Source: an optimization exercise on an open RTL-to-GDS flow (aim: small area). Production flows keep margins and buffers that such runs may drop.
RTL that was checked went through simulation tests only; none was proved equivalent to the original.
Only the layout flow was run in runs 3 and 7; the RTL was not checked for function there.
In runs 1, 2 and 4 to 7 the design's own scripts or RTL, not TritonCTS, make the clock network.
The clock port is modelled as an ideal driver, which makes a skipped or thinned clock tree look cheaper than it is; a real chip needs a root buffer or a tree.
Power is estimated from default activity; no workload was simulated.

==> flow/design.v <==
module gh_listen(clk, reset, scl, sda, rdy, first, sample, n);
	input clk, reset, scl, sda;
	output rdy;        
	output first;      
	output sample;     
	reg ps, ps2, pd, pd2;
	always @(posedge clk) begin
		ps <= scl; ps2 <= ps;
		pd <= sda; pd2 <= pd;
	end
	wire scl_pe = ps & ~ps2;
	wire sda_pe = pd & ~pd2;
	wire sda_ne = ~pd & pd2;
	reg s;
	output reg [3:0] n;
	wire wait_s = ~s & (~n[3] | (n[2:0] == 3'd0));
	always @(posedge clk) begin
		if (reset) begin s <= 1'b0; n <= 4'd14; end
		else if (s) begin
			s <= 1'b0;
			n <= n + 4'd1;
		end else if (wait_s) begin
			if (scl & sda_pe) n <= 4'd13;
			else if (scl & sda_ne) begin s <= 1'b1; n <= 4'd15; end
			else if (scl_pe) s <= 1'b1;
		end else if (n == 4'd9) n <= 4'd0;
		else if (n == 4'd14) begin
			if (sda & scl) n <= 4'd12;
		end else if (n == 4'd12) begin
			if (~sda & scl) begin s <= 1'b1; n <= 4'd15; end
		end else n <= 4'd12;
	end
	assign rdy = ~s & (n == 4'd9);
	assign sample = s & ~(n == 4'd15);
	assign first = s & (n == 4'd0);
endmodule
module glitchhammer(clk, reset, priv_scl, priv_sda, main_scl, main_sda,
					dac_level, pulldown_trans);
	input clk, reset;
	input priv_scl, priv_sda, main_scl, main_sda;
	output [7:0] dac_level;
	output pulldown_trans;
	reg nz, b;
	wire a = nz & ~b;
	assign dac_level = {a, b, b, b, nz, a, nz, b};
	assign pulldown_trans = ~nz;
	wire p_rdy, p_first, p_sample, m_rdy, m_first, m_sample;
	wire [3:0] pn, mn;
	gh_listen lp(clk, reset, priv_scl, priv_sda, p_rdy, p_first, p_sample, pn);
	gh_listen lm(clk, reset, main_scl, main_sda, m_rdy, m_first, m_sample, mn);
	reg [1:0] m;
	wire pe = (m == 2'd0) ? (pn == 4'd5) :
	          (m == 2'd1) ? (pn == 4'd7) : (pn[3:2] == 2'b01);
	always @(posedge clk) if (p_sample) begin
		if (p_first) m <= {1'b0, ~priv_sda};
		else if (m == 2'd1 && pn == 4'd4 && priv_sda) m <= 2'd2;
		else if (priv_sda != pe) m <= 2'd3;
	end
	reg z;
	always @(posedge clk) if (m_sample) z <= (m_first | z) & ~main_sda;
	localparam INIT = 3'd0, DC = 3'd1, LI = 3'd2, W = 3'd3, C = 3'd4,
	           CH1 = 3'd5, CH2 = 3'd6;
	reg [2:0] st;
	reg ph;
	reg [13:0] cnt;
	wire priv = cnt[8];
	wire rdy = priv ? p_rdy : m_rdy;
	wire match = priv ? (m == cnt[1:0]) : z;
	wire d0 = |cnt[13:9];
	wire d1 = &{cnt[13:10], cnt[8:7], cnt[4:1]};
	wire d2 = cnt[7] & (cnt[2] | (cnt[1] & cnt[0]));
	wire fin = cnt[7] & cnt[2];
	wire s_init = (st == INIT), s_dc = (st == DC), s_li = (st == LI),
	     s_w = (st == W), s_c = (st == C), s_ch1 = (st == CH1), s_ch2 = (st == CH2);
	always @(posedge clk) begin
		if (reset) st <= INIT;
		else case (st)
			INIT: st <= DC;
			DC: st <= LI;
			LI: st <= W;
			W: if (rdy) st <= C;
			C: if (!match) st <= DC;
			   else if (priv & cnt[1]) st <= CH1;
			   else st <= W;
			CH1: if (d1) st <= CH2;
			CH2: if (fin & ~ph) st <= DC;
			default: st <= INIT;
		endcase
	end
	wire inc = ~s_w & ~(s_ch2 & fin);
	always @(posedge clk)
		cnt <= s_li ? (ph ? 14'd9 : 14'd256) :
		       (s_ch1 & d1) ? 14'd0 : cnt + {13'd0, inc};
	always @(posedge clk) begin
		nz <= (~reset & s_ch1 & d0) | (nz & (reset | ~s_init));
		b <= (~reset & s_ch1 & d1) | (b & (reset | ~(s_init | (s_ch2 & d2))));
		ph <= ~s_init & (ph | (s_ch2 & fin));
	end
endmodule
==> flow/flow/run.sh <==
#!/bin/bash
# Layout flow: the standard flow, with the combinational logic of the standard
# synthesis re-mapped by ABC for area (every register cell is kept as the
# standard synthesis made it), minimum-size port buffers and a clock tree of
# one small root buffer and a few leaf buffers (clocktree.tcl).
set -euo pipefail
W=$(pwd)
F=$W/flow
R=$W/orfs/results/$FLOW_PLATFORM/glitchhammer/base
LIB=$FLOW_HOME/platforms/sky130hd/lib/sky130_fd_sc_hd__tt_025C_1v80.lib

# 1. the standard synthesis
bash standard.sh synth > $W/synth.log 2>&1

# 2. area re-mapping of the combinational logic
cp $R/1_2_yosys.v $W/std_1_2_yosys.v
SEQ=$(grep -oE "sky130_fd_sc_hd__\w+" $W/std_1_2_yosys.v | sort -u | grep -E "__(e?s?df|dl|sdf|edf)" | tr '\n' ' ')
cat > $W/remap.ys <<EOY
read_liberty -ignore_miss_func $LIB
read_verilog $W/std_1_2_yosys.v
hierarchy -top $FLOW_TOP
setattr -mod -set keep_hierarchy 1 $SEQ
flatten
opt -purge
abc -liberty $LIB -dont_use *probe* -dont_use *lpflow* -script $F/area.abc
opt_clean -purge
hilomap -singleton -hicell sky130_fd_sc_hd__conb_1 HI -locell sky130_fd_sc_hd__conb_1 LO
opt_clean -purge
splitnets
opt_clean -purge
stat -liberty $LIB
select $FLOW_TOP
write_verilog -noattr -nohex -nodec -selected $W/remap_all.v
EOY
yosys -s $W/remap.ys > $W/remap.log 2>&1
awk -v top="$FLOW_TOP" '$0 ~ "^module "top"\\(" {p=1} p {print} /^endmodule/ {if (p) exit}' $W/remap_all.v > $W/remap.v
# use it only if it keeps exactly the standard synthesis's registers
if diff <(grep -E "^\s*sky130_fd_sc_hd__(e?s?df|dl|sdf|edf)" $W/std_1_2_yosys.v | sort) \
        <(grep -E "^\s*sky130_fd_sc_hd__(e?s?df|dl|sdf|edf)" $W/remap.v | sort) > $W/remap_regs.diff; then
  cp $W/remap.v $R/1_2_yosys.v
  rm -f $R/1_synth.odb
else
  echo "remap changed the registers; keeping the standard netlist" >> $W/remap.log
fi

# 3. the rest of the standard flow
bash standard.sh \
  BUFFER_PORTS_ARGS="-buffer_cell sky130_fd_sc_hd__buf_1" \
  CTS_ARGS="-sink_clustering_enable -repair_clock_nets -dont_use_dummy_load -sink_clustering_size 60 -sink_clustering_max_diameter 300 -buf_list sky130_fd_sc_hd__clkbuf_8 -root_buf sky130_fd_sc_hd__clkbuf_8" \
  POST_CTS_TCL=$F/clocktree.tcl \
  CLK_TREE_SLEW_PS=112 \
  CLK_TREE_CHOICES="2:buf_8:clkbuf_2 3:buf_6:clkbuf_1 3:buf_6:clkbuf_2 2:buf_12:clkbuf_1 3:clkbuf_8:clkbuf_2 4:clkbuf_8:clkbuf_2" \
  GPL_TIMING_DRIVEN=0 \
  finish > $W/layout.log 2>&1
==> flow/flow/area.abc <==
&get -n
&deepsyn -I 10 -J 100
&dch -f
&nf -a -R 1000
&put
==> flow/flow/clocktree.tcl <==
# Rebuild the clock tree that CTS made as one root buffer driving a few leaf
# buffers, each placed in the middle of a cluster of nearby registers. The
# smallest choice whose estimated clock-pin slew is within CLK_TREE_SLEW_PS
# is kept. Every register still gets its clock through a buffer.
set block [ord::get_db_block]
set db [ord::get_db]
set root [$block findInst clkbuf_0_clk]

proc ct_sinks {net skip} {
  set r {}
  foreach it [$net getITerms] { if {[$it getInst] != $skip} { lappend r $it } }
  return $r
}
proc ct_center {it} {
  set bb [[$it getInst] getBBox]
  return [list [expr {([$bb xMin] + [$bb xMax]) / 2}] [expr {([$bb yMin] + [$bb yMax]) / 2}]]
}
proc ct_max_slew {} {
  set mx 0
  foreach pin [all_registers -clock_pins -edge_triggered] {
    foreach edge {rise fall} { foreach an {min max} {
      set s [expr {[sta::time_ui_sta [get_property $pin slew_${an}_$edge]] * 1e12}]
      if {$s > $mx} { set mx $s }
    } }
  }
  return $mx
}
# move every clock sink below the root onto the root's net, deleting the leaves
proc ct_flatten {block root rootnet} {
  foreach it [ct_sinks $rootnet $root] {
    set inst [$it getInst]
    if {[string match "sky130_fd_sc_hd__*buf_*" [[$inst getMaster] getName]]} {
      set onet [[$inst findITerm X] getNet]
      foreach s [ct_sinks $onet $inst] { $s disconnect; $s connect $rootnet }
      foreach t [$inst getITerms] { $t disconnect }
      odb::dbInst_destroy $inst
      odb::dbNet_destroy $onet
    }
  }
}
# k-means on the sinks' positions; returns a list of k lists of iterms
proc ct_cluster {sinks k} {
  set pts {}
  foreach s $sinks { lappend pts [ct_center $s] }
  set sorted [lsort -integer -index 0 [lmap p $pts {set p}]]
  set cent {}
  set n [llength $pts]
  for {set i 0} {$i < $k} {incr i} { lappend cent [lindex $sorted [expr {($n * (2 * $i + 1)) / (2 * $k)}]] }
  for {set iter 0} {$iter < 20} {incr iter} {
    set groups {}
    for {set i 0} {$i < $k} {incr i} { lappend groups {} }
    for {set j 0} {$j < $n} {incr j} {
      set p [lindex $pts $j]
      set best 0; set bd 1e30
      for {set i 0} {$i < $k} {incr i} {
        set c [lindex $cent $i]
        set d [expr {abs([lindex $p 0] - [lindex $c 0]) + abs([lindex $p 1] - [lindex $c 1])}]
        if {$d < $bd} { set bd $d; set best $i }
      }
      lset groups $best [concat [lindex $groups $best] $j]
    }
    set cent {}
    foreach g $groups {
      set sx 0; set sy 0
      foreach j $g { set sx [expr {$sx + [lindex $pts $j 0]}]; set sy [expr {$sy + [lindex $pts $j 1]}] }
      set m [expr {max(1, [llength $g])}]
      lappend cent [list [expr {$sx / $m}] [expr {$sy / $m}]]
    }
  }
  set out {}
  foreach g $groups { lappend out [lmap j $g {lindex $sinks $j}] }
  return [list $out $cent]
}

if {$root != "NULL"} {
  set rootnet [[$root findITerm X] getNet]
  set limit $::env(CLK_TREE_SLEW_PS)
  set done 0
  foreach choice $::env(CLK_TREE_CHOICES) {
    lassign [split $choice :] k leafcell rootcell
    ct_flatten $block $root $rootnet
    set sinks [ct_sinks $rootnet $root]
    replace_cell [$root getName] sky130_fd_sc_hd__$rootcell
    if {$k > 0} {
      lassign [ct_cluster $sinks $k] groups cent
      set master [$db findMaster sky130_fd_sc_hd__$leafcell]
      for {set i 0} {$i < $k} {incr i} {
        set g [lindex $groups $i]
        if {[llength $g] == 0} { continue }
        set inst [odb::dbInst_create $block $master "clkleaf_$i"]
        set net [odb::dbNet_create $block "clknet_leaf_$i"]
        $net setSigType CLOCK
        [$inst findITerm A] connect $rootnet
        [$inst findITerm X] connect $net
        foreach s $g { $s disconnect; $s connect $net }
        $inst setLocation [lindex $cent $i 0] [lindex $cent $i 1]
        $inst setPlacementStatus PLACED
      }
    } else {
      set sx 0; set sy 0
      foreach s $sinks { lassign [ct_center $s] x y; set sx [expr {$sx + $x}]; set sy [expr {$sy + $y}] }
      $root setLocation [expr {$sx / [llength $sinks]}] [expr {$sy / [llength $sinks]}]
    }
    detailed_placement
    estimate_parasitics -placement
    set slew [ct_max_slew]
    puts "clock tree choice $choice: estimated clock-pin slew $slew ps"
    if {$slew <= $limit} { set done 1; break }
  }
  if {!$done} { puts "clock tree: no choice met $limit ps; keeping the last" }
}
==> flow/standard.sh <==
#!/bin/bash
# synth_recipe.tcl (not shown) runs the flow's synth.tcl, then flattens the netlist and writes it again
# the make line also repeats each setting of config.mk as NAME=value (left out here)
make -C /OpenROAD-flow-scripts/flow DESIGN_CONFIG=/design/flow/config.mk WORK_HOME=/design/flow/orfs CLKGATE_MAP_FILE= SYNTH_SCRIPT=/design/flow/synth_recipe.tcl "${@:-finish}"
==> flow/config.mk <==
export PLATFORM = sky130hd
export DESIGN_NAME = glitchhammer
export DESIGN_NICKNAME = glitchhammer
export VERILOG_FILES = /design/flow/design.v
export SDC_FILE = /design/flow/constraint.sdc
export NUM_CORES = 4
export LEC_CHECK = 0
export CAP_MARGIN = 20
export CORE_MARGIN = 2
export CORE_UTILIZATION = 70
export PLACE_DENSITY = 0.8
export SLEW_MARGIN = 20
==> flow/constraint.sdc <==
create_clock -name core_clock -period 5.0 [get_ports {clk}]
set_input_delay 1.0000 -clock core_clock [delete_from_list [all_inputs] [get_ports {clk}]]
set_output_delay 1.0000 -clock core_clock [all_outputs]
set_load 0.01 [all_outputs]
==> results.sh, run 1 <==
export IMPL_status="complete, no violations"
export IMPL_wl_um=3620
export IMPL_grt_antenna_before_repair=0
export IMPL_critical_path_max_stage_delay_ns=0.41
export IMPL_drtPass1Iterations=4
export IMPL_critPathKind="flip-flop to flip-flop"
export IMPL_area_delta_synth_final_pct=7.29
export IMPL_drv_slew=0
export IMPL_grt_max_degree=17
export IMPL_finalSetupViolations=0
export IMPL_grt_pass1_wl_um=5670
export IMPL_fin_area_um2=1880
export IMPL_dp_cells=246
export IMPL_overflow=0
export IMPL_post_route_min_period_ns=3.38
export IMPL_finalPower_uw=681
export IMPL_fmax_mhz=296
export IMPL_whs_ns=0.369
export IMPL_mostFrequentLayoutCell="dfxtp_1"
export IMPL_drive_gt1_share_pct=1.36
export IMPL_final_util_pct=77.2
export IMPL_slew_headroom_pct=28.0
export IMPL_min_period_over_period_pct=67.6
export IMPL_maxCapViolations=0
export IMPL_final_nets=228
export IMPL_clock_sinks=41
export IMPL_skew_ns=0.0129
export IMPL_hp_class="flip-flop to flip-flop"
export IMPL_power_leakage_nw=0.682
export IMPL_path_clk_slew_ns=0.09
export IMPL_cp_slowest_cell="dfxtp_1"
export IMPL_post_route_drc_count=0
export IMPL_clkLatencyLatePin_ns=0.45
export IMPL_vias=1598
export IMPL_crit_top_cell="and3_1"
export IMPL_worstSetupEndpointType="flip-flop"
export IMPL_grt_pass1_vias=1400
export IMPL_ioPinCount=15
export IMPL_required_ns=5.36
export IMPL_synth_area_um2=1750
export IMPL_layout_setup_ws_ns=1.62
export IMPL_start_util_pct=72.0
export IMPL_crit_chain="clkinv_1 > nor3b_1 > nand3_1 > and3_1 > and3_1 > and2_0 > and3_1 > and2_0 > and3_1 > and2_0 > and3_1 > and3_1 > nor3_1"
export IMPL_dpl_worst_slack_ns=1.71
export IMPL_nFillCells=186
export IMPL_io_buffer_count=14
export IMPL_avgSynthCellArea_um2=8.67
export IMPL_power_density_nw_per_um2=363
export IMPL_vias_per_cell=6.39
export IMPL_crit_fanout=6
export IMPL_syn_nets=208
export IMPL_floorplan_die_height_um=54.0
export IMPL_final_setup_tns_ns=0
export IMPL_hpwl_um=2570
export IMPL_rsz0062_at_grt="false"
export IMPL_hold_viol=0
export IMPL_routedWlPerCell_um=14.5
export IMPL_cp_start_kind="flip-flop"
export IMPL_ir_drop_mv=0.288
export IMPL_fp_row_count=18
export IMPL_final_antenna_net_count=0
export IMPL_postSynthCellCount=202
export IMPL_yosysWarnings=2
export IMPL_die_x_um=54.0
export IMPL_gp_congestion=0.805
export IMPL_final_cells=250
export IMPL_final_cell_mix="38 x dfxtp_1, 20 x nor2_1, 19 x nand2_1"
export IMPL_drt_iter0_drc=53
export IMPL_coreArea_um2=2430
export IMPL_n_antenna_cell=0
export IMPL_worstPathArrival_ns=3.74
export IMPL_worst_slew_pin_slew_ns=1.07
export IMPL_globalRouteTotalUtil_pct=27.5
export IMPL_place_area_um2=1840
export IMPL_dieArea_um2=2920
[final cells by class, without the clock buffers]
type	count	area [µm²]	area share [%]
Buffer	3	33.8	1.80
Inverter	8	30.0	1.60
Multi-Input combinational cell	153	870	46.3
Sequential cell	41	851	45.3
Tap cell	30	37.5	2.00
Timing Repair Buffer	14	52.6	2.80
[final timing paths]
kind | startpoint | endpoint | cells after the start | slack (ns)
min reg2reg | lm.ps | lm.ps2 | 0 | 0.37
max | st[2] | cnt[13] | 13 | 1.62
min | lm.ps | lm.ps2 | 0 | 0.37
max reg2reg | st[2] | cnt[13] | 13 | 1.62
[power breakdown]
part	switching, mW	total [mW]	internal [mW]
clock network	0.0946	0.143	0.0489
registers	0.0462	0.414	0.368
logic	0.0698	0.124	0.0544
[state kept, by name, indices dropped and copies added, names as in the netlist]
register,count
b,1
cnt,14
lm.n,4
lm.pd,1
lm.pd2,1
lm.ps,1
lm.ps2,1
lm.s,1
lp.n,4
lp.pd,1
lp.pd2,1
lp.ps,1
lp.ps2,1
lp.s,1
m,2
nz,1
ph,1
st,3
z,1
[metal layers]
| layer | wire, µm | global-route usage, % | vias to the layer above |
|---|---|---|---|
| li1 | - | - | 792 |
| met4 | 57 | 13.3 | 0 |
| met1 | 1540 | 30.5 | 736 |
| met2 | 1820 | 48.6 | 62 |
| met3 | 199 | 6.94 | 8 |
| met5 | 0 | 0 | - |
[worst max-delay path, delay by kind of cell, from the launching register on]
kind / cells / cell delay, ns
AND/OR/NAND/NOR: 12 / 2.69
flip-flops: 1 / 0.41
buffers and inverters: 1 / 0.18
==> inputs of run 2 (changes only) <==
--- a/flow/config.mk
+++ b/flow/config.mk
@@ -7,6 +7,5 @@
 export LEC_CHECK = 0
 export CAP_MARGIN = 20
 export CORE_MARGIN = 2
-export CORE_UTILIZATION = 70
-export PLACE_DENSITY = 0.8
+export CORE_UTILIZATION = 40
 export SLEW_MARGIN = 20
==> run 2 against run 1 <==
Against the previous run: clock skew up 0.0024 ns; critical endpoint unchanged; critical path type unchanged; register-to-register slack better by 0.02 ns; final area up 1.8%; synthesized area stayed put; sequential share of layout area is 0.80 points lower; still clean on timing, DRC and antenna; global-route usage is 12 points lower; flip-flop and latch count unchanged; sequential power hardly changed.
==> results.sh, run 2 <==
export IMPL_coreArea_um2=4290
export IMPL_crit_chain="clkinv_1 > nor3b_1 > nand3_1 > and3_1 > and3_1 > and2_0 > and3_1 > and2_0 > and3_1 > and2_0 > and3_1 > and3_1 > nor3_1"
export IMPL_nFillCells=427
export IMPL_n_antenna_cell=0
export IMPL_finalPower_uw=698
export IMPL_postSynthCellCount=202
export IMPL_finalSetupViolations=0
export IMPL_required_ns=5.37
export IMPL_wl_um=3440
export IMPL_final_nets=227
export IMPL_rsz0062_at_grt="false"
export IMPL_path_clk_slew_ns=0.09
export IMPL_crit_fanout=6
export IMPL_post_route_drc_count=0
export IMPL_top_regs="cnt x14, lm.n x4, lp.n x4"
export IMPL_overflow=0
export IMPL_fmax_mhz=298
export IMPL_clkLatencyLatePin_ns=0.44
export IMPL_globalRouteTotalUtil_pct=15.3
export IMPL_cp_start_kind="flip-flop"
export IMPL_cp_slowest_cell="dfxtp_1"
export IMPL_p_sw_uw=211
export IMPL_final_antenna_net_count=0
export IMPL_routedWlPerCell_um=12.7
export IMPL_skew_ns=0.0153
export IMPL_maxCapViolations=0
export IMPL_start_util_pct=40.8
export IMPL_drt_iter0_drc=69
export IMPL_power_leakage_nw=0.682
export IMPL_hold_viol=0
export IMPL_path_buf_inv=1
export IMPL_power_density_nw_per_um2=365
export IMPL_final_setup_tns_ns=0
export IMPL_final_cell_mix="38 x dfxtp_1, 20 x nor2_1, 19 x nand2_1"
export IMPL_worstPathArrival_ns=3.73
export IMPL_status="complete, no violations"
export IMPL_dieArea_um2=4920
export IMPL_min_period_over_period_pct=67.1
export IMPL_grt_max_degree=24
export IMPL_post_route_min_period_ns=3.36
export IMPL_crit_family="simple AND/OR/NAND/NOR gates"
export IMPL_vias_per_cell=5.53
export IMPL_grt_pass1_vias=1418
export IMPL_syn_nets=208
export IMPL_drtPass1Iterations=4
export IMPL_slew_headroom_pct=48.1
export IMPL_critical_path_max_stage_delay_ns=0.41
export IMPL_dp_cells=268
export IMPL_gp_congestion=0.839
export IMPL_p_sw_share_pct=30.2
export IMPL_final_cells=271
export IMPL_hp_class="flip-flop to flip-flop"
export IMPL_avgSynthCellArea_um2=8.67
export IMPL_largest_register_ffs=14
export IMPL_floorplan_die_height_um=70.2
export IMPL_hpwl_um=2480
export IMPL_worstSetupEndpointType="flip-flop"
export IMPL_io_buffer_count=14
export IMPL_pwr_share_seq_pct=59.3
export IMPL_drv_slew=0
export IMPL_critPathKind="flip-flop to flip-flop"
export IMPL_vias=1498
export IMPL_combinationalPowerShare_pct=17.6
export IMPL_max_flop_register="cnt"
export IMPL_internal_power_uw=487
export IMPL_clock_sinks=41
export IMPL_grt_antenna_before_repair=0
export IMPL_clkPwrFrac_pct=23.1
export IMPL_mostFrequentLayoutCell="dfxtp_1"
export IMPL_crit_top_cell="and3_1"
export IMPL_die_x_um=70.2
export IMPL_yosysWarnings=2
export IMPL_ir_drop_mv=0.224
export IMPL_whs_ns=0.340
export IMPL_ioPinCount=15
export IMPL_drive_gt1_share_pct=0.913
export IMPL_worst_slew_pin_slew_ns=0.760
export IMPL_area_delta_synth_final_pct=9.22
export IMPL_grt_pass1_wl_um=6200
export IMPL_synth_area_um2=1750
export IMPL_fp_row_count=24
run 2: worst register-to-register path, stage by stage, from the launching register on:
cell      delay [ns]
dfxtp_1         0.41
clkinv_1        0.17
nor3b_1         0.34
nand3_1         0.17
and3_1          0.26
and3_1          0.22
and2_0          0.23
and3_1          0.23
and2_0          0.20
and3_1          0.22
and2_0          0.22
and3_1          0.26
and3_1          0.19
nor3_1          0.15
run 2: through the flow:
stage | worst slack [ns] | instance area, µm² | utilization [%]
after floorplan | 2.06 | 1750 | -
after global placement | 1.73 | 1870 | 43.5
after detailed placement | 1.71 | 1870 | 43.5
after global routing | 1.32 | 1910 | 44.5
final | 1.64 | 1910 | 44.5
run 2: routing by layer:
metal | wire (µm) | part of all wire [%] | track usage, % | up-vias
met5 | 0 | 0 | 0 | -
met4 | 26 | 0.76 | 3.63 | 0
met3 | 87 | 2.5 | 3.90 | 2
met2 | 1610 | 47 | 25.5 | 18
met1 | 1720 | 50 | 19.9 | 691
li1 | - | - | - | 787
run 2: layout make-up, without the clock buffers:
class | instances | area (µm²) | share of cell area, %
inverter | 8 | 30.0 | 1.57
timing repair buffer | 14 | 52.6 | 2.75
multi-input combinational | 153 | 870 | 45.5
buffer | 2 | 40.0 | 2.09
sequential | 41 | 851 | 44.5
tap | 52 | 65.1 | 3.40
run 2: path summary, 6_finish.rpt:
path | start | endpoint | slack, ns | cells after the start
setup reg to reg | st[2] | cnt[13] | 1.64 | 13
hold reg to reg | lm.ps | lm.ps2 | 0.34 | 0
setup / recovery | st[2] | cnt[13] | 1.64 | 13
hold / removal | lm.ps | lm.ps2 | 0.34 | 0
run 2: power by group through the flow:
stage | clock, mW | sequential, mW | combinational, mW
finish | 0.161 | 0.413 | 0.123
global route | 0.182 | 0.422 | 0.143
detailed placement | 0 | 0.420 | 0.120
global placement | 0 | 0.421 | 0.121
floorplan | 0 | 0.407 | 0.0989
==> inputs of run 3 (changes only) <==
--- a/flow/design.v
+++ b/flow/design.v
@@ -48,14 +48,11 @@
 	wire [3:0] pn, mn;
 	gh_listen lp(clk, reset, priv_scl, priv_sda, p_rdy, p_first, p_sample, pn);
 	gh_listen lm(clk, reset, main_scl, main_sda, m_rdy, m_first, m_sample, mn);
-	reg [1:0] m;
-	wire pe = (m == 2'd0) ? (pn == 4'd5) :
-	          (m == 2'd1) ? (pn == 4'd7) : (pn[3:2] == 2'b01);
-	always @(posedge clk) if (p_sample) begin
-		if (p_first) m <= {1'b0, ~priv_sda};
-		else if (m == 2'd1 && pn == 4'd4 && priv_sda) m <= 2'd2;
-		else if (priv_sda != pe) m <= 2'd3;
-	end
+	reg pm;
+	wire [1:0] tj;
+	wire pe = (tj == 2'd0) ? ((pn == 4'd0) | (pn == 4'd5)) :
+	          (tj == 2'd1) ? (pn == 4'd7) : (pn[3:2] == 2'b01);
+	always @(posedge clk) if (p_sample) pm <= (p_first | pm) & (priv_sda == pe);
 	reg z;
 	always @(posedge clk) if (m_sample) z <= (m_first | z) & ~main_sda;
 	localparam INIT = 3'd0, DC = 3'd1, LI = 3'd2, W = 3'd3, C = 3'd4,
@@ -65,13 +62,14 @@
 	reg [13:0] cnt;
 	wire priv = cnt[8];
 	wire rdy = priv ? p_rdy : m_rdy;
-	wire match = priv ? (m == cnt[1:0]) : z;
+	wire match = priv ? pm : z;
 	wire d0 = |cnt[13:9];
 	wire d1 = &{cnt[13:10], cnt[8:7], cnt[4:1]};
-	wire d2 = cnt[7] & (cnt[2] | (cnt[1] & cnt[0]));
-	wire fin = cnt[7] & cnt[2];
+	wire d2 = cnt[9] & cnt[5] & cnt[1];
+	wire fin = d2 & cnt[0];
 	wire s_init = (st == INIT), s_dc = (st == DC), s_li = (st == LI),
 	     s_w = (st == W), s_c = (st == C), s_ch1 = (st == CH1), s_ch2 = (st == CH2);
+	assign tj = ((s_w | s_c) & priv) ? cnt[1:0] : 2'd0;
 	always @(posedge clk) begin
 		if (reset) st <= INIT;
 		else case (st)
@@ -89,8 +87,7 @@
 	end
 	wire inc = ~s_w & ~(s_ch2 & fin);
 	always @(posedge clk)
-		cnt <= s_li ? (ph ? 14'd9 : 14'd256) :
-		       (s_ch1 & d1) ? 14'd0 : cnt + {13'd0, inc};
+		cnt <= s_li ? (ph ? 14'd9 : 14'd256) : cnt + {13'd0, inc};
 	always @(posedge clk) begin
 		nz <= (~reset & s_ch1 & d0) | (nz & (reset | ~s_init));
 		b <= (~reset & s_ch1 & d1) | (b & (reset | ~(s_init | (s_ch2 & d2))));
--- a/flow/config.mk
+++ b/flow/config.mk
@@ -7,5 +7,6 @@
 export LEC_CHECK = 0
 export CAP_MARGIN = 20
 export CORE_MARGIN = 2
-export CORE_UTILIZATION = 40
+export CORE_UTILIZATION = 85
+export PLACE_DENSITY = 0.9
 export SLEW_MARGIN = 20
==> run 3 against run 2 <==
Against the previous run: the flow now stops in global placement without I/O (3_1_place_gp_skip_io); synthesized cell count increased by 6.4%; synthesized area decreased by 0.79%.
==> results.sh, run 3 <==
export IMPL_haltStage="global placement without I/O (3_1_place_gp_skip_io)"
export IMPL_floorplan_die_height_um=49.2
export IMPL_status="aborted with a tool error"
export IMPL_yosysWarnings=2
export IMPL_error_message="[ERROR GPL-0301] Utilization 103.762 % exceeds 100%."
export IMPL_postSynthCellCount=215
export IMPL_synth_area_um2=1740
export IMPL_syn_nets=221
export IMPL_avgSynthCellArea_um2=8.08
export IMPL_die_x_um=49.2
export IMPL_fp_row_count=16
export IMPL_start_util_pct=89.4
==> inputs of run 4 (changes only) <==
--- a/flow/design.v
+++ b/flow/design.v
@@ -40,10 +40,6 @@
 	input priv_scl, priv_sda, main_scl, main_sda;
 	output [7:0] dac_level;
 	output pulldown_trans;
-	reg nz, b;
-	wire a = nz & ~b;
-	assign dac_level = {a, b, b, b, nz, a, nz, b};
-	assign pulldown_trans = ~nz;
 	wire p_rdy, p_first, p_sample, m_rdy, m_first, m_sample;
 	wire [3:0] pn, mn;
 	gh_listen lp(clk, reset, priv_scl, priv_sda, p_rdy, p_first, p_sample, pn);
@@ -56,24 +52,29 @@
 	reg z;
 	always @(posedge clk) if (m_sample) z <= (m_first | z) & ~main_sda;
 	localparam INIT = 3'd0, DC = 3'd1, LI = 3'd2, W = 3'd3, C = 3'd4,
-	           CH1 = 3'd5, CH2 = 3'd6;
+	           CH1 = 3'd5, CH2 = 3'd6, R7B = 3'd7;
 	reg [2:0] st;
-	reg ph;
+	reg x;
 	reg [13:0] cnt;
 	wire priv = cnt[8];
 	wire rdy = priv ? p_rdy : m_rdy;
 	wire match = priv ? pm : z;
 	wire d0 = |cnt[13:9];
-	wire d1 = &{cnt[13:10], cnt[8:7], cnt[4:1]};
-	wire d2 = cnt[9] & cnt[5] & cnt[1];
-	wire fin = d2 & cnt[0];
+	wire d1 = &{cnt[13:10], cnt[8:7], cnt[4:2], cnt[0]};
+	wire fin = cnt[9] & cnt[5] & cnt[1];
 	wire s_init = (st == INIT), s_dc = (st == DC), s_li = (st == LI),
-	     s_w = (st == W), s_c = (st == C), s_ch1 = (st == CH1), s_ch2 = (st == CH2);
+	     s_w = (st == W), s_c = (st == C), s_ch1 = (st == CH1), s_ch2 = (st == CH2),
+	     s_r7b = (st == R7B);
 	assign tj = ((s_w | s_c) & priv) ? cnt[1:0] : 2'd0;
+	wire nz = x | (s_ch1 & d0) | s_ch2;
+	wire b = (s_ch2 & ~fin) | s_r7b;
+	wire a = nz & ~b;
+	assign dac_level = {a, b, b, b, nz, a, nz, b};
+	assign pulldown_trans = ~nz;
 	always @(posedge clk) begin
-		if (reset) st <= INIT;
+		if (reset) st <= b ? R7B : INIT;
 		else case (st)
-			INIT: st <= DC;
+			INIT, R7B: st <= DC;
 			DC: st <= LI;
 			LI: st <= W;
 			W: if (rdy) st <= C;
@@ -81,16 +82,13 @@
 			   else if (priv & cnt[1]) st <= CH1;
 			   else st <= W;
 			CH1: if (d1) st <= CH2;
-			CH2: if (fin & ~ph) st <= DC;
+			CH2: if (fin & ~x) st <= DC;
 			default: st <= INIT;
 		endcase
 	end
-	wire inc = ~s_w & ~(s_ch2 & fin);
+	wire inc = ~s_w & ~(s_c & priv & cnt[1]) & ~(s_ch2 & fin);
 	always @(posedge clk)
-		cnt <= s_li ? (ph ? 14'd9 : 14'd256) : cnt + {13'd0, inc};
-	always @(posedge clk) begin
-		nz <= (~reset & s_ch1 & d0) | (nz & (reset | ~s_init));
-		b <= (~reset & s_ch1 & d1) | (b & (reset | ~(s_init | (s_ch2 & d2))));
-		ph <= ~s_init & (ph | (s_ch2 & fin));
-	end
+		cnt <= s_li ? (x ? 14'd9 : 14'd256) : cnt + {13'd0, inc};
+	always @(posedge clk)
+		x <= reset ? nz : ~(s_init | s_r7b) & (x | (s_ch2 & fin));
 endmodule
==> flow/flow/run.sh (replaced) <==
#!/bin/bash
# Layout flow: the standard flow, with
#  - the combinational logic of the standard synthesis re-mapped by ABC for
#    area (a few seeds tried in parallel, the smallest kept); every register
#    cell stays exactly as the standard synthesis made it,
#  - minimum-size port buffers,
#  - a clock tree of one small root buffer and a few leaf buffers
#    (clocktree.tcl, run after CTS).
# Each tool's output goes to a log file in the work folder.
set -euo pipefail
W=$(pwd)
F=$W/flow
R=$W/orfs/results/$FLOW_PLATFORM/glitchhammer/base
LIB=$FLOW_HOME/platforms/sky130hd/lib/sky130_fd_sc_hd__tt_025C_1v80.lib

# 1. the standard synthesis
bash standard.sh synth > $W/synth.log 2>&1

# 2. area re-mapping of the combinational logic
cp $R/1_2_yosys.v $W/std_1_2_yosys.v
SEQ=$(grep -oE "sky130_fd_sc_hd__\w+" $W/std_1_2_yosys.v | sort -u | grep -E "__(e?s?df|dl|sdf|edf)" | tr '\n' ' ')
regs() { grep -E "^\s*sky130_fd_sc_hd__(e?s?df|dl|sdf|edf)" "$1" | sort; }
for S in 0 1 2 3; do
  sed "s/@SEED@/$S/" $F/area.abc > $W/area_$S.abc
  cat > $W/remap_$S.ys <<EOY
read_liberty -ignore_miss_func $LIB
read_verilog $W/std_1_2_yosys.v
hierarchy -top $FLOW_TOP
setattr -mod -set keep_hierarchy 1 $SEQ
flatten
opt -purge
abc -liberty $LIB -dont_use *probe* -dont_use *lpflow* -script $W/area_$S.abc
opt_clean -purge
hilomap -singleton -hicell sky130_fd_sc_hd__conb_1 HI -locell sky130_fd_sc_hd__conb_1 LO
opt_clean -purge
splitnets
opt_clean -purge
stat -liberty $LIB
select $FLOW_TOP
write_verilog -noattr -nohex -nodec -selected $W/remap_all_$S.v
EOY
  ( yosys -s $W/remap_$S.ys > $W/remap_$S.log 2>&1 || true ) &
done
wait
best=""; best_area=""
for S in 0 1 2 3; do
  [[ -f $W/remap_all_$S.v ]] || continue
  awk -v top="$FLOW_TOP" '$0 ~ "^module "top"\\(" {p=1} p {print} /^endmodule/ {if (p) exit}' $W/remap_all_$S.v > $W/remap_$S.v
  a=$( (grep "Chip area for top module" $W/remap_$S.log || true) | tail -1 | awk '{print $NF}')
  if [[ -n "$a" ]] && diff <(regs $W/std_1_2_yosys.v) <(regs $W/remap_$S.v) > /dev/null; then
    echo "seed $S: area $a" >> $W/remap_pick.log
    if [[ -z "$best" ]] || awk -v a="$a" -v b="$best_area" 'BEGIN {exit !(a < b)}'; then best=$S; best_area=$a; fi
  else
    echo "seed $S: not used" >> $W/remap_pick.log
  fi
done
if [[ -n "$best" ]]; then
  echo "using seed $best" >> $W/remap_pick.log
  cp $W/remap_$best.v $R/1_2_yosys.v
  rm -f $R/1_synth.odb
else
  echo "no re-mapping kept; using the standard netlist" >> $W/remap_pick.log
fi

# 3. the rest of the standard flow
bash standard.sh \
  BUFFER_PORTS_ARGS="-buffer_cell sky130_fd_sc_hd__buf_1" \
  CTS_ARGS="-sink_clustering_enable -repair_clock_nets -dont_use_dummy_load -sink_clustering_size 60 -sink_clustering_max_diameter 300 -buf_list sky130_fd_sc_hd__clkbuf_8 -root_buf sky130_fd_sc_hd__clkbuf_8" \
  POST_CTS_TCL=$F/clocktree.tcl \
  CLK_TREE_SLEW_PS=112 \
  CLK_TREE_CHOICES="0::clkbuf_16 2:buf_8:clkbuf_2 3:buf_6:clkbuf_1 3:buf_6:clkbuf_2 2:buf_12:clkbuf_1 3:clkbuf_8:clkbuf_2 4:clkbuf_8:clkbuf_2" \
  GPL_TIMING_DRIVEN=0 \
  finish > $W/layout.log 2>&1
==> flow/flow/area.abc (replaced) <==
&get -n
&deepsyn -I 10 -J 100 -S @SEED@
&dch -f
&nf -a -R 1000
&put
--- a/flow/config.mk
+++ b/flow/config.mk
@@ -7,6 +7,6 @@
 export LEC_CHECK = 0
 export CAP_MARGIN = 20
 export CORE_MARGIN = 2
-export CORE_UTILIZATION = 85
+export CORE_UTILIZATION = 40
 export PLACE_DENSITY = 0.9
 export SLEW_MARGIN = 20
==> run 4 against run 3 <==
Against the previous run: now clean on timing, DRC and antenna; synthesized cell count shrank 5.6%; synthesized area shrank 4.0%.
==> results.sh, run 4 <==
export IMPL_grt_pass1_wl_um=5640
export IMPL_hold_end="lm.pd2"
export IMPL_overflow=0
export IMPL_critical_path_max_stage_delay_ns=0.54
export IMPL_synth_area_um2=1670
export IMPL_place_area_um2=1780
export IMPL_skew_ns=0.00347
export IMPL_hpwl_um=2380
export IMPL_multi_input_area_um2=822
export IMPL_die_x_um=68.6
export IMPL_hp_start="lm.pd"
export IMPL_required_ns=5.27
export IMPL_reg2reg_to="cnt[13]"
export IMPL_grt_max_degree=21
export IMPL_syn_nets=209
export IMPL_n_antenna_cell=0
export IMPL_clkLatencyLatePin_ns=0.34
export IMPL_hp_class="flip-flop to flip-flop"
export IMPL_largest_register_ffs=14
export IMPL_critPathKind="flip-flop to flip-flop"
export IMPL_worstPathArrival_ns=3.74
export IMPL_final_setup_tns_ns=0
export IMPL_fp_row_count=23
export IMPL_grt_pass1_vias=1315
export IMPL_nFillCells=388
export IMPL_drtPass1Iterations=4
export IMPL_vias=1516
export IMPL_coreArea_um2=4000
export IMPL_rrSetupSlack_ns=1.54
export IMPL_start_util_pct=41.7
export IMPL_final_cells=270
export IMPL_area_delta_synth_final_pct=9.01
export IMPL_path_clk_slew_ns=0.10
export IMPL_path_buf_inv=0
export IMPL_fmax_mhz=289
export IMPL_drv_slew=0
export IMPL_vias_per_cell=5.61
export IMPL_crit_top_cell="and3_1"
export IMPL_crit_fanout=10
export IMPL_floorplan_die_height_um=68.6
export IMPL_fin_area_um2=1820
export IMPL_ir_drop_mv=0.302
export IMPL_final_antenna_net_count=0
export IMPL_min_period_over_period_pct=69.3
export IMPL_min_path_cells=0
export IMPL_routedWlPerCell_um=11.9
export IMPL_max_flop_register="cnt"
export IMPL_power_density_nw_per_um2=429
export IMPL_ioPinCount=15
export IMPL_postSynthCellCount=203
export IMPL_post_route_min_period_ns=3.46
export IMPL_grt_antenna_before_repair=0
export IMPL_drive_gt1_share_pct=1.36
export IMPL_gp_congestion=0.822
export IMPL_worst_slew_pin_slew_ns=0.581
export IMPL_ff2ff_path_depth=14
export IMPL_avgSynthCellArea_um2=8.21
export IMPL_power_leakage_nw=0.677
export IMPL_final_cell_mix="33 x dfxtp_1, 27 x nor2_1, 26 x a21oi_1"
export IMPL_post_route_drc_count=0
export IMPL_hold_viol=0
export IMPL_finalSetupViolations=0
export IMPL_status="complete, no violations"
export IMPL_mostFrequentLayoutCell="dfxtp_1"
export IMPL_crit_chain="nand3b_1 > o21ai_0 > nor2b_1 > and3_1 > o21ai_0 > and3_1 > and3_1 > and3_1 > and3_1 > and3_1 > and2_0 > and3_1 > o21ai_0 > a21oi_1"
export IMPL_regArea_um2=811
export IMPL_rsz0062_at_grt="false"
export IMPL_slew_headroom_pct=61.3
export IMPL_dieArea_um2=4700
export IMPL_cp_slowest_cell="edfxtp_1"
export IMPL_crit_family="simple AND/OR/NAND/NOR gates"
export IMPL_final_nets=228
export IMPL_yosysWarnings=2
export IMPL_dp_cells=267
export IMPL_worstSetupEndpointType="flip-flop"
export IMPL_globalRouteTotalUtil_pct=15.7
export IMPL_maxCapViolations=0
export IMPL_wl_um=3220
export IMPL_cp_start_kind="flip-flop"
export IMPL_io_buffer_count=14
export IMPL_clock_sinks=38
export IMPL_r2r_start="st[1]"
export IMPL_top_regs="cnt x14, lm.n x4, lp.n x4"
export IMPL_drt_iter0_drc=118
run 4: how the worst max path moves through the flow:
stage,cells after the start,start,endpoint
global placement,14,st[1],cnt[13]
detailed placement,13,st[0],cnt[13]
floorplan,14,st[1],cnt[13]
finish,14,st[1],cnt[13]
global route,14,st[1],cnt[13]
run 4: layout make-up, without the clock buffers:
cell class / instances / share of cell area (%)
multi-input combinational: 156 / 45.2
sequential: 38 / 44.6
timing repair buffer: 14 / 2.89
buffer: 2 / 1.65
inverter: 9 / 1.86
tap: 50 / 3.44
run 4: report_power, final:
part / switching, mW / total (mW) / internal (mW)
sequential: 0.0710 / 0.432 / 0.361
clock: 0.0924 / 0.142 / 0.0492
combinational: 0.123 / 0.206 / 0.0834
total: 0.286 / 0.780 / 0.494
run 4: per-layer routing:
layer,global-route usage (%),vias up,wire length (µm)
li1,-,772,-
met1,19.8,705,1520
met2,26.0,34,1520
met3,4.06,5,144
met4,5.25,0,34
met5,0,-,0
run 4: per-stage QoR:
step / setup slack (ns) / util, % / hold slack [ns] / power, mW
after global placement: 1.65 / 44.5 / 0.340 / 0.634
after global routing: 1.04 / 45.4 / 0.374 / 0.840
after detailed placement: 1.56 / 44.5 / 0.345 / 0.643
after floorplan: 1.93 / - / 0.331 / 0.579
final: 1.54 / 45.4 / 0.360 / 0.780
==> inputs of run 5 (changes only) <==
--- a/flow/config.mk
+++ b/flow/config.mk
@@ -8,5 +8,4 @@
 export CAP_MARGIN = 20
 export CORE_MARGIN = 2
 export CORE_UTILIZATION = 40
-export PLACE_DENSITY = 0.9
 export SLEW_MARGIN = 20
==> run 5 against run 4 <==
Against the previous run: core utilization increased by 0.062 points; clock power barely moved; still clean on timing, DRC and antenna; combinational power hardly changed.
==> results.sh, run 5 <==
export IMPL_reg2reg_to="cnt[13]"
export IMPL_critical_path_max_stage_delay_ns=0.54
export IMPL_dieArea_um2=4700
export IMPL_postSynthCellCount=203
export IMPL_dpl_worst_slack_ns=1.48
export IMPL_cp_slowest_cell="edfxtp_1"
export IMPL_drtPass1Iterations=4
export IMPL_final_cell_mix="33 x dfxtp_1, 27 x nor2_1, 26 x a21oi_1"
export IMPL_mostFrequentLayoutCell="dfxtp_1"
export IMPL_path_clk_slew_ns=0.09
export IMPL_floorplan_die_height_um=68.6
export IMPL_yosysWarnings=2
export IMPL_whs_ns=0.355
export IMPL_hp_start="lp.ps"
export IMPL_worstPathArrival_ns=3.91
export IMPL_post_route_drc_count=0
export IMPL_routedWlPerCell_um=12.3
export IMPL_hold_viol=0
export IMPL_drv_slew=0
export IMPL_clock_sinks=38
export IMPL_grt_max_degree=16
export IMPL_final_antenna_net_count=0
export IMPL_rrSetupSlack_ns=1.44
export IMPL_slew_headroom_pct=62.7
export IMPL_top_regs="cnt x14, lm.n x4, lp.n x4"
export IMPL_drt_iter0_drc=70
export IMPL_status="complete, no violations"
export IMPL_globalRouteTotalUtil_pct=15.2
export IMPL_r2r_start="st[1]"
export IMPL_finalSetupViolations=0
export IMPL_coreArea_um2=4000
export IMPL_grt_antenna_before_repair=0
export IMPL_min_period_over_period_pct=71.2
export IMPL_power_leakage_nw=0.677
export IMPL_grt_pass1_wl_um=5360
export IMPL_layout_setup_ws_ns=1.44
export IMPL_drive_gt1_share_pct=1.36
export IMPL_ioPinCount=15
export IMPL_start_util_pct=41.7
export IMPL_crit_chain="nand3b_1 > o21ai_0 > nor2b_1 > and3_1 > o21ai_0 > and3_1 > and3_1 > and3_1 > and3_1 > and3_1 > and2_0 > and3_1 > o21ai_0 > a21oi_1"
export IMPL_critPathKind="flip-flop to flip-flop"
export IMPL_vias_per_cell=5.32
export IMPL_final_setup_tns_ns=0
export IMPL_largest_register_ffs=14
export IMPL_skew_ns=0.0155
export IMPL_hpwl_um=2450
export IMPL_worstSetupEndpointType="flip-flop"
export IMPL_post_route_min_period_ns=3.56
export IMPL_fp_row_count=23
export IMPL_overflow=0
export IMPL_crit_top_cell="and3_1"
export IMPL_synth_area_um2=1670
export IMPL_startpoint="st[1]"
export IMPL_power_density_nw_per_um2=430
export IMPL_maxCapViolations=0
export IMPL_cp_start_kind="flip-flop"
export IMPL_clkLatencyLatePin_ns=0.43
export IMPL_io_buffer_count=14
export IMPL_die_x_um=68.6
export IMPL_required_ns=5.35
export IMPL_wl_um=3340
export IMPL_worst_slew_pin_slew_ns=0.559
export IMPL_ir_drop_mv=0.249
export IMPL_crit_fanout=10
export IMPL_final_nets=229
export IMPL_rsz0062_at_grt="false"
export IMPL_endpoint="cnt[13]"
export IMPL_gp_congestion=0.828
export IMPL_n_antenna_cell=0
export IMPL_vias=1442
export IMPL_fmax_mhz=281
export IMPL_grt_pass1_vias=1263
export IMPL_ff2ff_path_depth=14
export IMPL_hp_class="flip-flop to flip-flop"
export IMPL_max_flop_register="cnt"
export IMPL_avgSynthCellArea_um2=8.21
export IMPL_syn_nets=209
export IMPL_area_delta_synth_final_pct=9.16
## run 5: how the worst min path moves through the flow
stage                  end  slack [ns]  cells past startpoint
detailed placement  lp.ps2        0.34                      0
floorplan           lm.ps2        0.33                      0
finish              lp.ps2        0.35                      0
global route        lp.ps2        0.37                      0
global placement    lp.ps2        0.33                      0
## run 5: metal layers
| metal | GRT usage [%] | part of all wire [%] | vias up |
|---|---|---|---|
| li1 | - | - | 776 |
| met5 | 0 | 0 | - |
| met2 | 25.4 | 45 | 20 |
| met4 | 3.75 | 0.60 | 0 |
| met3 | 5.36 | 3.9 | 2 |
| met1 | 18.5 | 50 | 644 |
## run 5: where the power goes
group          leakage, nW  total (mW)  switching (mW)  internal (mW)
Clock               0.0193       0.139          0.0897         0.0489
Combinational        0.333       0.208           0.125         0.0834
Sequential           0.324       0.435          0.0732          0.362
## run 5: final cells by class, without the clock buffers
class	count	area, µm²
flip-flops and latches	38	811
inverters	9	33.8
fillers	411	2180
multi-input cells	156	822
well taps	50	62.6
plain buffers	3	33.8
repair buffers	14	52.6
## run 5: critical path: cells and delay by family (launching register included)
family / cells / cell delay, ns
simple gates: 10 / 2.26
compound gates: 4 / 0.66
flops: 1 / 0.54
## run 5: stage by stage
stage                     std cells  total power [mW]  utilization, %  cell area [µm²]
after floorplan                 203             0.579               -             1670
final                           271             0.782            45.5             1820
after global placement          267             0.645            44.5             1780
after detailed placement        267             0.647            44.5             1780
after global routing            271             0.843            45.5             1820
==> inputs of run 6 (changes only) <==
--- a/flow/design.v
+++ b/flow/design.v
@@ -48,9 +48,9 @@
 	wire [1:0] tj;
 	wire pe = (tj == 2'd0) ? ((pn == 4'd0) | (pn == 4'd5)) :
 	          (tj == 2'd1) ? (pn == 4'd7) : (pn[3:2] == 2'b01);
-	always @(posedge clk) if (p_sample) pm <= (p_first | pm) & (priv_sda == pe);
+	always @(posedge clk) pm <= (pm & ~p_sample) | (p_sample & (p_first | pm) & (priv_sda == pe));
 	reg z;
-	always @(posedge clk) if (m_sample) z <= (m_first | z) & ~main_sda;
+	always @(posedge clk) z <= (z & ~m_sample) | (m_sample & (m_first | z) & ~main_sda);
 	localparam INIT = 3'd0, DC = 3'd1, LI = 3'd2, W = 3'd3, C = 3'd4,
 	           CH1 = 3'd5, CH2 = 3'd6, R7B = 3'd7;
 	reg [2:0] st;
@@ -71,21 +71,20 @@
 	wire a = nz & ~b;
 	assign dac_level = {a, b, b, b, nz, a, nz, b};
 	assign pulldown_trans = ~nz;
-	always @(posedge clk) begin
-		if (reset) st <= b ? R7B : INIT;
-		else case (st)
-			INIT, R7B: st <= DC;
-			DC: st <= LI;
-			LI: st <= W;
-			W: if (rdy) st <= C;
-			C: if (!match) st <= DC;
-			   else if (priv & cnt[1]) st <= CH1;
-			   else st <= W;
-			CH1: if (d1) st <= CH2;
-			CH2: if (fin & ~x) st <= DC;
-			default: st <= INIT;
+	reg [2:0] st_n;
+	always @* begin
+		case (st)
+			INIT, R7B: st_n = DC;
+			DC: st_n = LI;
+			LI: st_n = W;
+			W: st_n = rdy ? C : W;
+			C: st_n = !match ? DC : (priv & cnt[1]) ? CH1 : W;
+			CH1: st_n = d1 ? CH2 : CH1;
+			CH2: st_n = (fin & ~x) ? DC : CH2;
+			default: st_n = INIT;
 		endcase
 	end
+	always @(posedge clk) st <= reset ? (b ? R7B : INIT) : st_n;
 	wire inc = ~s_w & ~(s_c & priv & cnt[1]) & ~(s_ch2 & fin);
 	always @(posedge clk)
 		cnt <= s_li ? (x ? 14'd9 : 14'd256) : cnt + {13'd0, inc};
--- a/flow/config.mk
+++ b/flow/config.mk
@@ -8,4 +8,5 @@
 export CAP_MARGIN = 20
 export CORE_MARGIN = 2
 export CORE_UTILIZATION = 40
+export PLACE_DENSITY = 0.9
 export SLEW_MARGIN = 20
==> run 6 against run 5 <==
Against the previous run: register-to-register slack better by 0.24 ns; sequential power is 2% lower; synthesized cell count is 0.99% lower; total power is 2.0% lower; worst setup slack better by 0.24 ns; fmax is 7.4% higher; flip-flop and latch count stayed put; core utilization is 0.063 points higher; sequential share of layout area is 2.8 points lower; synthesized area is 0.15% higher; highest routed layer unchanged.
==> results.sh, run 6 <==
export IMPL_internal_power_uw=499
export IMPL_p_sw_uw=266
export IMPL_post_route_min_period_ns=3.31
export IMPL_required_ns=5.31
export IMPL_finalSetupViolations=0
export IMPL_ir_drop_mv=0.117
export IMPL_power_leakage_nw=0.678
export IMPL_multi_input_area_um2=890
export IMPL_power_density_nw_per_um2=420
export IMPL_nFillCells=389
export IMPL_ff2ff_path_depth=14
export IMPL_floorplan_die_height_um=68.6
export IMPL_cp_start_kind="flip-flop"
export IMPL_clock_sinks=38
export IMPL_status="complete, no violations"
export IMPL_crit_family="simple AND/OR/NAND/NOR gates"
export IMPL_fmax_mhz=302
export IMPL_syn_nets=207
export IMPL_clkLatencyLatePin_ns=0.48
export IMPL_grt_max_degree=18
export IMPL_final_nets=227
export IMPL_start_util_pct=41.7
export IMPL_drtPass1Iterations=4
export IMPL_maxCapViolations=0
export IMPL_mostFrequentLayoutCell="dfxtp_1"
export IMPL_final_cell_mix="38 x dfxtp_1, 28 x a21oi_1, 20 x nand2_1"
export IMPL_slew_headroom_pct=34.5
export IMPL_grt_antenna_before_repair=0
export IMPL_hp_start="lp.ps"
export IMPL_wl_um=3230
export IMPL_pwr_share_seq_pct=55.5
export IMPL_top_regs="cnt x14, lm.n x4, lp.n x4"
export IMPL_hp_class="flip-flop to flip-flop"
export IMPL_worstPathArrival_ns=3.63
export IMPL_fp_row_count=23
export IMPL_final_util_pct=45.5
export IMPL_layout_setup_ws_ns=1.69
export IMPL_dieArea_um2=4710
export IMPL_regArea_um2=761
export IMPL_path_clk_slew_ns=0.08
export IMPL_final_setup_tns_ns=0
export IMPL_routed_top_layer="met4"
export IMPL_worstSetupEndpointType="flip-flop"
export IMPL_drt_met1_wl_um=1430
export IMPL_hold_end="lp.ps2"
export IMPL_globalRouteTotalUtil_pct=15.0
export IMPL_worst_slew_pin_slew_ns=0.980
export IMPL_die_x_um=68.6
export IMPL_n_antenna_cell=0
export IMPL_reg2reg_to="cnt[13]"
export IMPL_crit_top_cell="and3_1"
export IMPL_min_path_cells=0
export IMPL_vias_per_cell=5.70
export IMPL_coreArea_um2=4000
export IMPL_min_period_over_period_pct=66.3
export IMPL_drt_iter0_drc=138
export IMPL_combinationalPowerShare_pct=26.6
export IMPL_gp_congestion=0.857
export IMPL_rrSetupSlack_ns=1.69
export IMPL_synth_area_um2=1670
export IMPL_p_sw_share_pct=34.8
export IMPL_hold_viol=0
export IMPL_crit_fanout=8
export IMPL_critical_path_max_stage_delay_ns=0.46
export IMPL_whs_ns=0.352
export IMPL_grt_pass1_wl_um=5380
export IMPL_crit_chain="nor2b_1 > nand2_1 > o21ai_0 > and3_1 > nor2_1 > and3_1 > and3_1 > and3_1 > and2_0 > and3_1 > and2_0 > and3_1 > and3_1 > nor3_1"
export IMPL_r2r_start="st[2]"
export IMPL_max_flop_register="cnt"
export IMPL_dr_wl_met3_um=152
export IMPL_io_buffer_count=14
export IMPL_routedWlPerCell_um=12.0
export IMPL_postSynthCellCount=201
export IMPL_path_buf_inv=0
export IMPL_critPathKind="flip-flop to flip-flop"
export IMPL_post_route_drc_count=0
export IMPL_vias=1533
export IMPL_wl_met2_um=1590
export IMPL_area_delta_synth_final_pct=9.15
export IMPL_dpl_worst_slack_ns=1.73
export IMPL_yosysWarnings=2
export IMPL_rsz0062_at_grt="false"
export IMPL_drive_gt1_share_pct=1.37
export IMPL_drv_slew=0
export IMPL_clkPwrFrac_pct=17.9
export IMPL_hpwl_um=2350
export IMPL_skew_ns=0.0280
export IMPL_avgSynthCellArea_um2=8.30
export IMPL_ioPinCount=15
export IMPL_overflow=0
export IMPL_grt_pass1_vias=1299
export IMPL_largest_register_ffs=14
export IMPL_final_antenna_net_count=0
export IMPL_cp_slowest_cell="dfxtp_1"
==> run 6: final cells by class, without the clock buffers <==
cell class / instances / area share [%]
multi-input cells: 158 / 48.8
flip-flops and latches: 38 / 41.8
well taps: 50 / 3.43
repair buffers: 14 / 2.88
plain buffers: 3 / 1.85
inverters: 5 / 1.03
==> run 6: worst max-delay path by stage <==
stage           from  endpoint  depth (start not counted)
6_report       st[2]   cnt[13]                         14
5_1_grt        st[2]   cnt[13]                         14
3_5_place_dp   st[2]   cnt[13]                         14
3_3_place_gp   st[2]   cnt[13]                         14
2_1_floorplan  st[2]   cnt[13]                         14
==> run 6: metal layers <==
metal | global-route usage, % | vias up
met5 | 0 | -
met4 | 8.50 | 0
met3 | 2.44 | 4
met2 | 24.4 | 45
met1 | 18.7 | 696
li1 | - | 788
==> run 6: stage by stage <==
step	cell area (µm²)	power (mW)	std cells
after global routing	1820	0.824	269
after global placement	1780	0.627	265
after detailed placement	1780	0.632	265
final	1820	0.766	269
after floorplan	1670	0.572	201
==> run 6: power by group through the flow <==
stage | Sequential, mW | Combinational (mW) | Clock, mW
3_3_place_gp | 0.428 | 0.199 | 0
5_1_grt | 0.435 | 0.236 | 0.154
2_1_floorplan | 0.412 | 0.160 | 0
6_report | 0.425 | 0.203 | 0.137
3_5_place_dp | 0.429 | 0.203 | 0
==> inputs of run 7 (changes only) <==
--- a/flow/design.v
+++ b/flow/design.v
@@ -13,22 +13,25 @@
 	wire sda_ne = ~pd & pd2;
 	reg s;
 	output reg [3:0] n;
-	wire wait_s = ~s & (~n[3] | (n[2:0] == 3'd0));
+	wire sw = ~s & (~n[3] | (n[2:0] == 3'd0));
+	wire eb = ~s & (n == 4'd9);
+	wire iw = ~s & (n == 4'd14);
+	wire ws = ~s & (n == 4'd12);
+	wire e = scl & sda_pe, f = scl & sda_ne;
+	wire sc_n = (sw & ~e & f) | (ws & ~sda & scl);
+	wire s_n = sc_n | (sw & ~e & ~f & scl_pe);
+	reg [3:0] n_n;
+	always @* begin
+		if (s) n_n = n + 4'd1;
+		else if (sw) n_n = e ? 4'd13 : f ? 4'd15 : n;
+		else if (eb) n_n = 4'd0;
+		else if (iw) n_n = (sda & scl) ? 4'd12 : 4'd14;
+		else if (ws) n_n = (~sda & scl) ? 4'd15 : 4'd12;
+		else n_n = 4'd12;
+	end
 	always @(posedge clk) begin
-		if (reset) begin s <= 1'b0; n <= 4'd14; end
-		else if (s) begin
-			s <= 1'b0;
-			n <= n + 4'd1;
-		end else if (wait_s) begin
-			if (scl & sda_pe) n <= 4'd13;
-			else if (scl & sda_ne) begin s <= 1'b1; n <= 4'd15; end
-			else if (scl_pe) s <= 1'b1;
-		end else if (n == 4'd9) n <= 4'd0;
-		else if (n == 4'd14) begin
-			if (sda & scl) n <= 4'd12;
-		end else if (n == 4'd12) begin
-			if (~sda & scl) begin s <= 1'b1; n <= 4'd15; end
-		end else n <= 4'd12;
+		s <= ~reset & s_n;
+		n <= reset ? 4'd14 : n_n;
 	end
 	assign rdy = ~s & (n == 4'd9);
 	assign sample = s & ~(n == 4'd15);
--- a/flow/flow/run.sh
+++ b/flow/flow/run.sh
@@ -1,7 +1,8 @@
 #!/bin/bash
 # Layout flow: the standard flow, with
 #  - the combinational logic of the standard synthesis re-mapped by ABC for
-#    area (a few seeds tried in parallel, the smallest kept); every register
+#    area (four ABC scripts, flow/area_*.abc, tried in parallel, the
+#    smallest result kept); every register
 #    cell stays exactly as the standard synthesis made it,
 #  - minimum-size port buffers,
 #  - a clock tree of one small root buffer and a few leaf buffers
@@ -21,7 +22,6 @@
 SEQ=$(grep -oE "sky130_fd_sc_hd__\w+" $W/std_1_2_yosys.v | sort -u | grep -E "__(e?s?df|dl|sdf|edf)" | tr '\n' ' ')
 regs() { grep -E "^\s*sky130_fd_sc_hd__(e?s?df|dl|sdf|edf)" "$1" | sort; }
 for S in 0 1 2 3; do
-  sed "s/@SEED@/$S/" $F/area.abc > $W/area_$S.abc
   cat > $W/remap_$S.ys <<EOY
 read_liberty -ignore_miss_func $LIB
 read_verilog $W/std_1_2_yosys.v
@@ -29,7 +29,7 @@
 setattr -mod -set keep_hierarchy 1 $SEQ
 flatten
 opt -purge
-abc -liberty $LIB -dont_use *probe* -dont_use *lpflow* -script $W/area_$S.abc
+abc -liberty $LIB -dont_use *probe* -dont_use *lpflow* -script $F/area_$S.abc
 opt_clean -purge
 hilomap -singleton -hicell sky130_fd_sc_hd__conb_1 HI -locell sky130_fd_sc_hd__conb_1 LO
 opt_clean -purge
@@ -48,14 +48,14 @@
   awk -v top="$FLOW_TOP" '$0 ~ "^module "top"\\(" {p=1} p {print} /^endmodule/ {if (p) exit}' $W/remap_all_$S.v > $W/remap_$S.v
   a=$( (grep "Chip area for top module" $W/remap_$S.log || true) | tail -1 | awk '{print $NF}')
   if [[ -n "$a" ]] && diff <(regs $W/std_1_2_yosys.v) <(regs $W/remap_$S.v) > /dev/null; then
-    echo "seed $S: area $a" >> $W/remap_pick.log
+    echo "script $S: area $a" >> $W/remap_pick.log
     if [[ -z "$best" ]] || awk -v a="$a" -v b="$best_area" 'BEGIN {exit !(a < b)}'; then best=$S; best_area=$a; fi
   else
-    echo "seed $S: not used" >> $W/remap_pick.log
+    echo "script $S: not used" >> $W/remap_pick.log
   fi
 done
 if [[ -n "$best" ]]; then
-  echo "using seed $best" >> $W/remap_pick.log
+  echo "using script $best" >> $W/remap_pick.log
   cp $W/remap_$best.v $R/1_2_yosys.v
   rm -f $R/1_synth.odb
 else
==> flow/flow/area_0.abc (new file) <==
&get -n
&deepsyn -I 10 -J 100
&dch -f
&nf -a -R 1000
&put
==> flow/flow/area_1.abc (new file) <==
&get -n
&deepsyn -I 10 -J 100 -S 1
&dch -f
&nf -a -R 1000
&put
==> flow/flow/area_2.abc (new file) <==
&get -n
&st
&syn2
&deepsyn -I 10 -J 100
&dch -f
&nf -a -R 1000
&put
==> flow/flow/area_3.abc (new file) <==
&get -n
&st
&dc2
&deepsyn -I 10 -J 100 -S 3
&dch -f
&nf -a -R 1000
&put
removed: flow/flow/area.abc
==> run 7 against run 6 <==
Against the previous run: total power grew 16%; critical endpoint unchanged; fmax grew 4.1%; clock power is essentially flat; largest cell class unchanged; final area shrank 0.14%; still clean on timing, DRC and antenna.
==> results.sh, run 7 <==
export IMPL_status="complete, no violations"
export IMPL_mostFrequentLayoutCell="dfxtp_1"
export IMPL_coreArea_um2=4000
export IMPL_grt_pass1_vias=1430
export IMPL_avgSynthCellArea_um2=8.05
export IMPL_power_leakage_nw=0.680
export IMPL_grt_max_degree=16
export IMPL_combinationalPowerShare_pct=33.5
export IMPL_yosysWarnings=2
export IMPL_ff2ff_path_depth=14
export IMPL_max_flop_register="cnt"
export IMPL_slew_headroom_pct=56.9
export IMPL_layout_setup_ws_ns=1.82
export IMPL_n_antenna_cell=0
export IMPL_drive_gt1_share_pct=1.33
export IMPL_drv_slew=0
export IMPL_hp_start="lp.ps"
export IMPL_p_sw_uw=346
export IMPL_cp_start_kind="flip-flop"
export IMPL_worstSetupEndpointType="flip-flop"
export IMPL_start_util_pct=41.7
export IMPL_finalSetupViolations=0
export IMPL_skew_ns=0.0162
export IMPL_vias_per_cell=5.56
export IMPL_routedWlPerCell_um=12.2
export IMPL_top_regs="cnt x14, lm.n x4, lp.n x4"
export IMPL_path_clk_slew_ns=0.09
export IMPL_drt_iter0_drc=196
export IMPL_r2r_start="st[1]"
export IMPL_rrSetupSlack_ns=1.82
export IMPL_fp_row_count=23
export IMPL_final_cell_mix="38 x dfxtp_1, 23 x o21ai_0, 23 x nor2_1"
export IMPL_postSynthCellCount=207
export IMPL_io_buffer_count=14
export IMPL_critPathKind="flip-flop to flip-flop"
export IMPL_grt_antenna_before_repair=0
export IMPL_fmax_mhz=314
export IMPL_maxCapViolations=0
export IMPL_post_route_drc_count=0
export IMPL_hp_class="flip-flop to flip-flop"
export IMPL_clkPwrFrac_pct=15.6
export IMPL_crit_fanout=10
export IMPL_synth_area_um2=1670
export IMPL_p_sw_share_pct=39.0
export IMPL_floorplan_die_height_um=68.6
export IMPL_pwr_share_seq_pct=50.9
export IMPL_post_route_min_period_ns=3.18
export IMPL_dpl_worst_slack_ns=1.90
export IMPL_gp_congestion=0.872
export IMPL_final_setup_tns_ns=0
export IMPL_reg2reg_to="cnt[13]"
export IMPL_internal_power_uw=541
export IMPL_final_nets=233
export IMPL_clock_sinks=38
export IMPL_clkLatencyLatePin_ns=0.45
export IMPL_vias=1529
export IMPL_rsz0062_at_grt="false"
export IMPL_wl_um=3350
export IMPL_power_density_nw_per_um2=488
export IMPL_overflow=0
export IMPL_grt_pass1_wl_um=5830
export IMPL_hold_end="lp.ps2"
export IMPL_largest_register_ffs=14
export IMPL_dieArea_um2=4700
export IMPL_worst_slew_pin_slew_ns=0.646
export IMPL_area_delta_synth_final_pct=9.16
export IMPL_final_antenna_net_count=0
export IMPL_drtPass1Iterations=4
export IMPL_ioPinCount=15
export IMPL_required_ns=5.34
export IMPL_ir_drop_mv=0.155
export IMPL_syn_nets=213
export IMPL_min_period_over_period_pct=63.7
export IMPL_hpwl_um=2420
export IMPL_globalRouteTotalUtil_pct=16.3
export IMPL_die_x_um=68.6
export IMPL_worstPathArrival_ns=3.53
export IMPL_hold_viol=0
export IMPL_min_path_cells=0
[run 7: final cells by class, without the clock buffers]
type,count,area [µm²]
multi-input combinational,164,887
timing repair buffer,14,52.6
sequential,38,761
tap,50,62.6
buffer,3,33.8
fill,390,2180
inverter,5,18.8
[run 7: worst max-delay path, cell delays in order (launching register included)]
cell and delay (ns):
dfxtp_1 0.51, and2_0 0.23, nor3_1 0.09, and3_1 0.23, a21oi_1 0.21, and3_1 0.24
and3_1 0.24, and3_1 0.21, and2_0 0.22, and3_1 0.23, and3_1 0.20, and2_0 0.20
nand2_1 0.10, nand3_1 0.08, o21ai_0 0.07
[run 7: stage by stage]
| stage | util, % | hold slack [ns] | power (mW) | std cells | cell area (µm²) |
|---|---|---|---|---|---|
| 3_5_place_dp | 44.5 | 0.337 | 0.751 | 271 | 1780 |
| 2_1_floorplan | - | 0.331 | 0.663 | 207 | 1670 |
| 3_3_place_gp | 44.5 | 0.336 | 0.740 | 271 | 1780 |
| 6_report | 45.5 | 0.355 | 0.887 | 275 | 1820 |
| 5_1_grt | 45.5 | 0.367 | 0.963 | 275 | 1820 |
[run 7: per-layer routing]
layer / up-vias / share of wire, % / global-route usage [%]
met3: 5 / 4.7 / 3.90
met1: 687 / 48 / 20.4
met2: 40 / 46 / 26.1
met5: - / 0 / 0
met4: 0 / 1.8 / 8.50
li1: 797 / - / -
[run 7: worst max path at each step]
stage | end | slack (ns) | startpoint | cells past startpoint
6_report | cnt[13] | 1.82 | st[1] | 14
5_1_grt | cnt[13] | 1.48 | st[1] | 14
3_5_place_dp | cnt[13] | 1.90 | st[1] | 14
3_3_place_gp | cnt[13] | 1.97 | st[1] | 14
2_1_floorplan | cnt[13] | 2.22 | st[1] | 14
[run 7: power groups by stage]
stage	Sequential, mW	Combinational (mW)	Clock, mW
after floorplan	0.433	0.231	0
after global placement	0.453	0.286	0
after detailed placement	0.455	0.296	0
after global routing	0.466	0.344	0.153
final	0.452	0.297	0.138

-- static timing again, ports no longer ideal --
Ports are ideal in the flow. The routed layouts listed here were re-timed in OpenROAD.
Step 1, drivers: a clkbuf_16 drives clk and a buf_2 each remaining input, both assumed.
Step 2, shift: input delay + t, output delay - t, t = (earliest + latest rising clock arrival at the registers) / 2. This alone moves slack from input paths to output paths.
Slacks: ideal ports / drivers / drivers and shift; pairs: ideal ports / drivers.
run	shift t [ns]	slack for setup (ns)	worst register clock-pin slew, ns
run 1	0.468	1.622 / 1.622 / 1.622	0.10 / 0.10
run 2	0.459	1.643 / 1.643 / 1.643	0.09 / 0.09
run 4	0.357	1.537 / 1.537 / 1.537	0.10 / 0.10
run 5	0.446	1.441 / 1.441 / 1.441	0.09 / 0.09
run 6	0.484	1.685 / 1.685 / 1.685	0.10 / 0.10
run 7	0.464	1.817 / 1.817 / 1.817	0.09 / 0.09
After both steps every run listed still meets setup and hold.
